Source: an optimization exercise on an open RTL-to-GDS flow (aim: small area and a short achievable clock period). Production flows keep margins and buffers that such runs may drop.
No functional check of the RTL was part of any run shown here.
No activity file was given, so power comes from the tool's default toggle rates.

==> flow/design.v (outline; a module is shown in full before it is edited, if it fits) <==
// module ALU: 1087 lines
// module P_INV: 1 lines
// module P_ND2: 1 lines
// module P_NR2: 1 lines
// module P_AN2: 1 lines
// module P_OR2: 1 lines
// module P_ND3: 1 lines
// module P_AN3: 1 lines
// module P_O211AI: 1 lines
// module P_O311AI: 1 lines
// module P_O411AI: 1 lines
// module P_XOR2: 1 lines
// module P_XNR2: 1 lines
// module P_MX2I: 1 lines
// module P_OAI21: 1 lines
// module P_AOI21: 1 lines
// module P_O21A: 1 lines
// module P_HA: 1 lines
// module P_A222OI: 3 lines
// module ShifterSignExtender: 241 lines
// module XSel: 38 lines
// module AmtDec: 39 lines
// module ex_datapath: 82 lines
module ex_datapath(
    input  wire        CLK,
    input  wire [31:0] A,
    input  wire [31:0] Rm,
    input  wire [11:0] I,
    input  wire [1:0]  AM,
    input  wire        CIN,
    input  wire [3:0]  Op,
    output reg  [31:0] Out,
    output wire        Z,
    output wire        N,
    output reg         C,
    output reg         V
);
  // ...
==> flow/flow/run.sh <==
#!/bin/bash
set -euo pipefail
MARGIN=6.0
export BUFFER_PORTS_ARGS="-buffer_cell sky130_fd_sc_hd__buf_1"
sed "s|\"\${@:-finish}\"|SETUP_SLACK_MARGIN=${MARGIN} \"\${@:-finish}\"|" standard.sh > standard_margin.sh
grep -q "SETUP_SLACK_MARGIN=${MARGIN}" standard_margin.sh
bash standard_margin.sh > flow_make.log 2>&1
==> flow/standard.sh <==
#!/bin/bash
# synth_recipe.tcl (not shown) runs the flow's synth.tcl, then flattens the netlist and writes it again
# the make line also repeats each setting of config.mk as NAME=value (left out here)
make -C /OpenROAD-flow-scripts/flow DESIGN_CONFIG=/design/flow/config.mk WORK_HOME=/design/flow/orfs CLKGATE_MAP_FILE= SYNTH_SCRIPT=/design/flow/synth_recipe.tcl "${@:-finish}"
==> flow/config.mk <==
export PLATFORM = sky130hd
export DESIGN_NAME = ex_datapath
export DESIGN_NICKNAME = ex_datapath
export VERILOG_FILES = /design/flow/design.v
export SDC_FILE = /design/flow/constraint.sdc
export NUM_CORES = 4
export LEC_CHECK = 0
export CAP_MARGIN = 20
export CORE_MARGIN = 2
export CORE_UTILIZATION = 40
export CTS_BUF_LIST = sky130_fd_sc_hd__clkbuf_4 sky130_fd_sc_hd__clkbuf_8
export SLEW_MARGIN = 20
export SYNTH_HIERARCHICAL = 1
export TNS_END_PERCENT = 5
==> flow/constraint.sdc <==
create_clock -name core_clock -period 9.0 [get_ports {CLK}]
set_input_delay 1.8000 -clock core_clock [delete_from_list [all_inputs] [get_ports {CLK}]]
set_output_delay 1.8000 -clock core_clock [all_outputs]
set_load 0.01 [all_outputs]
==> metrics.cfg, run 1 <==
[status]
outcome = no timing/DRC/antenna violations

[worst_setup_path]
crit_start = mleft_q
max_stage_delay_ps = 370
cp.buffers_inverters = 3
r2r.worst_path.cells = 20
start_kind = register
critical_path_arrival_ps = 3950
cp_num_cells = 20

[pwr]
power_mw = 2.23
pg_clk_mw = 0.519
power_leader = combinational cells
power_leakage_nw = 4.29

[routing]
drt-pass1-iter-count = 8
drc_errors = 0
routedWlPerCell_um = 15.9
dr_wl_met3_mm = 1.10

[final_layout]
area_growth_pct = 26.7
design.seq.count = 118
mostFrequentLayoutCell = mux2i_1
n_all_inverters = 87

[placed_design]
portBuffers = 119
placed_area_mm2 = 0.00900

[synthesis]
synth_compound_area_share_pct = 14.8
synth_xor_area_share_pct = 3.79
syn_area_mm2 = 0.00810
yosys.area_share.adder_pct = 6.49
synth_top_family_by_area = multiplexers

[floorplanning]
core_mm2 = 0.0200
die_y_um = 146
rows = 52

[clock_network]
cts_buffer_depth = 2
cts_resized = 77
ctsHoldBuffers = 0

[sta]
hold_viol = 0

[global_route]
grt_use_total_pct = 19.9
met3_usage_pct = 3.56

==> run 2: changes to the inputs <==
--- a/flow/flow/run.sh
+++ b/flow/flow/run.sh
@@ -2,3 +2,3 @@
 set -euo pipefail
-MARGIN=6.0
+MARGIN=6.15
 export BUFFER_PORTS_ARGS="-buffer_cell sky130_fd_sc_hd__buf_1"
==> run 2 against run 1 <==
Compared with the run above:
- worst setup slack unchanged
- largest cell class unchanged
- synthesized cell count unchanged
- die area unchanged
- core utilization unchanged
- register-to-register slack about the same
==> metrics.cfg, run 2 <==
[synthesis]
synth_top_family_by_area = multiplexers  ; unchanged
syn_area_mm2 = 0.00810  ; unchanged
synth_cells = 918  ; unchanged
muxShareOfSynthArea_pct = 29.8  ; unchanged
synth_top_cell_by_area = mux2i_1  ; unchanged
synth.avg_cell_area_um2 = 8.82  ; unchanged
yosysMostFrequentCell = mux2i_1  ; unchanged
synth_cell_types = 37  ; unchanged
synth_enable_flop_cells = 0  ; unchanged
yosys.area_share.adder_pct = 6.49  ; unchanged
synth.top_cell.area_share_pct = 29.8  ; unchanged
yosys-top-cells-area = mux2i_1, dfxtp_1, ha_1  ; unchanged
synth_ff_type = dfxtp_1  ; unchanged
synth_xor_area_share_pct = 3.79  ; unchanged
synth_compound_area_share_pct = 14.8  ; unchanged
ys_seq_area_share_pct = 29.2  ; unchanged
yosys_warnings = 7  ; unchanged
synthSimpleGateAreaFrac_pct = 11.5  ; unchanged
ys_seq_elements = 118  ; unchanged
synth-async-reset-ratio_pct = 0  ; unchanged
synth_top_cells_by_count = mux2i_1, dfxtp_1, nand2_1  ; unchanged
syn_nets = 1044  ; unchanged

[worst_setup_path]
crit_start = mleft_q  ; unchanged
r2r.worst_path.cells = 20  ; unchanged
critical-path-top-delay-family = compound AO/OA/AOI/OAI gates  ; unchanged
start_kind = register  ; unchanged
slowest_stage = dfxtp_4  ; unchanged
crit_type = reg2reg  ; unchanged
cp_num_cells = 20  ; unchanged
cp_max_fo = 8  ; unchanged
reg2reg_from = mleft_q  ; unchanged
crit_path_frequent_cell = nor2_1  ; unchanged
cp.buffers_inverters = 3  ; unchanged
regToRegSetupSlack_ps = 5410  ; about the same
required_ps = 9360  ; about the same
critical_path.cell_chain = inv_6 -> ha_4 -> clkinvlp_4 -> o221ai_4 -> o21ai_2 -> mux2i_2 -> ha_1 -> nor2_1 -> nand2_1 -> o21a_2 -> o21ai_4 -> a21oi_4 -> o21ai_4 -> a21oi_4 -> clkbuf_16 -> o21ai_2 -> xnor2_1 -> nor2_1 -> nand2_1 -> nor2_1  ; unchanged
cp-end-kind = register  ; unchanged
max_stage_delay_ps = 370  ; about the same
critical_path_arrival_ps = 3950  ; about the same

[floorplanning]
ios = 120  ; unchanged
rows = 52  ; unchanged
die_area_mm2 = 0.0214  ; unchanged
initial_core_util_pct = 40.4  ; unchanged
core_mm2 = 0.0200  ; unchanged
die_y_um = 146  ; unchanged
die-width_um = 146  ; unchanged

[sta]
setup_violations = 0  ; unchanged
fmax_mhz = 278  ; unchanged
hold_viol = 0  ; unchanged
rsz0062_at_grt = true  ; unchanged
whs_ps = 469  ; unchanged
finalMaxSlewViolations = 0  ; unchanged
tightestPinTransition_ps = 828  ; unchanged
relSlewSlack_pct = 44.8  ; unchanged
finClkSkew_ps = 14.9  ; unchanged
setup_tns_ps = 0  ; unchanged
fin_crit_ps = 3590  ; unchanged
fin_ws_ps = 5410  ; unchanged
finalCritPeriodShare_pct = 39.9  ; unchanged

[pwr]
swShare_pct = 38.6  ; unchanged
cellPowerDensity_mw_per_mm2 = 218  ; unchanged
power_mw = 2.23  ; unchanged
p_sw_mw = 0.863  ; unchanged
seq_power_share_pct = 31.2  ; about the same
pwr-share-clk_pct = 23.2  ; about the same
p_int_mw = 1.37  ; unchanged
combPwrFrac_pct = 45.6  ; about the same
ir_drop_v = 0.0000700  ; unchanged
power_leakage_nw = 4.29  ; unchanged

[routing]
drc_errors = 0  ; unchanged
vias_per_cell = 5.18  ; unchanged
drt-pass1-iter-count = 8  ; unchanged
routed_wl_mm = 21.8  ; unchanged
drtAntennaViolNets = 0  ; unchanged
routedWlPerCell_um = 15.9  ; unchanged
drt-initial-drc-count = 454  ; unchanged
dr_total_vias = 7097  ; unchanged

[placed_design]
portBuffers = 119  ; unchanged
dp.cells = 1311  ; unchanged
dp_slack_ps = 4700  ; unchanged
gp_congestion = 0.881  ; unchanged
post-dp-hpwl_mm = 15.8  ; unchanged
placed_area_mm2 = 0.00900  ; unchanged

[worst_hold_path]
hp-class = reg2reg  ; unchanged
hp-start = csub_q  ; unchanged
hold_path_depth = 1  ; unchanged

[final_layout]
num_antenna_cells = 0  ; unchanged
mostFrequentLayoutCell = mux2i_1  ; unchanged
final_cell_mix = mux2i_1, buf_1, dfxtp_1, nand2_1, inv_1  ; unchanged
largestRegisters = Out (32), r_q (32), xn_q (32)  ; unchanged
design_area_mm2 = 0.0103  ; unchanged
nets = 1215  ; unchanged
instances_no_fill = 1371  ; unchanged
finish.utilization_pct = 51.2  ; unchanged
area_growth_pct = 26.7  ; unchanged
drive_above_1_share_pct = 17.7  ; unchanged

[clock_network]
clock_latency_ps = 460  ; about the same
ctsHoldBuffers = 0  ; unchanged
cts_tree = yes  ; unchanged
cts.sinks = 118  ; unchanged
path_clk_slew_ps = 70  ; about the same
cts_made_buffers = 17  ; unchanged
h-tree-depth = 4  ; unchanged
ctsRootBufferMaster = clkbuf_8  ; unchanged
cts_buffer_depth = 2  ; unchanged

[global_route]
grt-ovfl-total = 0  ; unchanged
antenna_found_initial = 0  ; unchanged
grt_max_degree = 40  ; unchanged
grt_pass1_wl_mm = 34.1  ; unchanged
grt_pass1_vias = 6600  ; unchanged
grt_use_total_pct = 19.9  ; unchanged

[run]
drv_cap = 0  ; unchanged

[status]
outcome = no timing/DRC/antenna violations  ; unchanged

## run 2: cell counts after synthesis
No cell type changed its count.
## run 2: power by group through the flow
| stage | logic, mW | registers, mW | clock network (mW) |
|---|---|---|---|
| floorplan | 0.603 | 0.747 | 0 |
| global placement | 0.861 | 0.710 | 0 |
| detailed placement | 0.870 | 0.710 | 0 |
| CTS | 0.938 | 0.698 | 0.530 |
| global route | 1.12 | 0.710 | 0.554 |
| finish | 1.02 | 0.697 | 0.519 |
## run 2: per-layer routing
| layer | GRT usage, % | wire [um] |
|---|---|---|
| met1 | 26.3 | 9880 |
| met2 | 32.3 | 10200 |
| met3 | 3.56 | 1100 |
| met4 | 8.01 | 577 |
| met5 | 0 | 0 |
## run 2: Yosys stat by module, one instance, submodules excluded, a selection
module / times used / cell area, um2
P_HA: 32 / 12.5
P_MX2I: 240 / 10.0
P_O311AI: 1 / 8.76
P_AN2: 4 / 6.26
P_AOI21: 32 / 8.76
ALU: 1 / 352
P_O411AI: 1 / 12.5
P_O211AI: 1 / 12.5
## run 2: timing repair
item	in CTS	in global routing
endpoints found under the setup margin	103	102
cloned	0	2
gates resized for setup	77	40
pin swaps	17	37
setup buffers	18	9
## run 2: layout make-up
class | instances | area [um2]
sequential | 118 | 2370
fill | 1943 | 9780
clock buffer | 23 | 304
tap | 270 | 338
timing repair buffer | 156 | 796
inverter | 87 | 338
clock inverter | 8 | 121
multi-input combinational | 709 | 5990
## run 2: kinds of logic (layout without fill, tap and decap cells)
logic type | count (synthesis) | after routing
XOR/XNOR | 35 | 35
buffers and inverters | 91 | 274
multiplexers | 241 | 241
AO/OA/AOI/OAI | 171 | 171
adder cells (fa/ha/maj) | 42 | 42
AND/OR/NAND/NOR | 220 | 220
flip-flops | 118 | 118
## run 2: worst paths after layout
kind                            endpoint
worst max register to register     zb[2]
worst min-delay path                   C
worst min register to register         C
worst max-delay path               zb[2]

## separate check: timing with driven ports
No port has a modelled driver above. Below, the same layouts with a new extraction and two added sets of constraints.
Step 1 (the two cells are an assumption about what drives the block):
set clk [get_ports {CLK}]
set_driving_cell -lib_cell sky130_fd_sc_hd__clkbuf_16 $clk
set_driving_cell -lib_cell sky130_fd_sc_hd__buf_2 [delete_from_list [all_inputs] $clk]
Step 2 adds t to the input delays and takes it off the output delays; t is the mean of the earliest and latest rising clock arrival at the registers after step 1. Input paths then give back, and output paths get back, about the clock's delay inside the block.
Three values: ideal ports, drivers, drivers and shift; two values: the first two.
run	t (ns)	setup slack, ns	clock arrival spread, ns	worst register clock-pin slew, ns	worst slew at a driven data input, ns
run 1	0.492	5.407 / 5.407 / 5.068	0.017 / 0.017	0.08 / 0.08	0.03
run 2	0.492	5.407 / 5.407 / 5.068	0.017 / 0.017	0.08 / 0.08	0.03
After both steps every run listed still meets setup and hold.
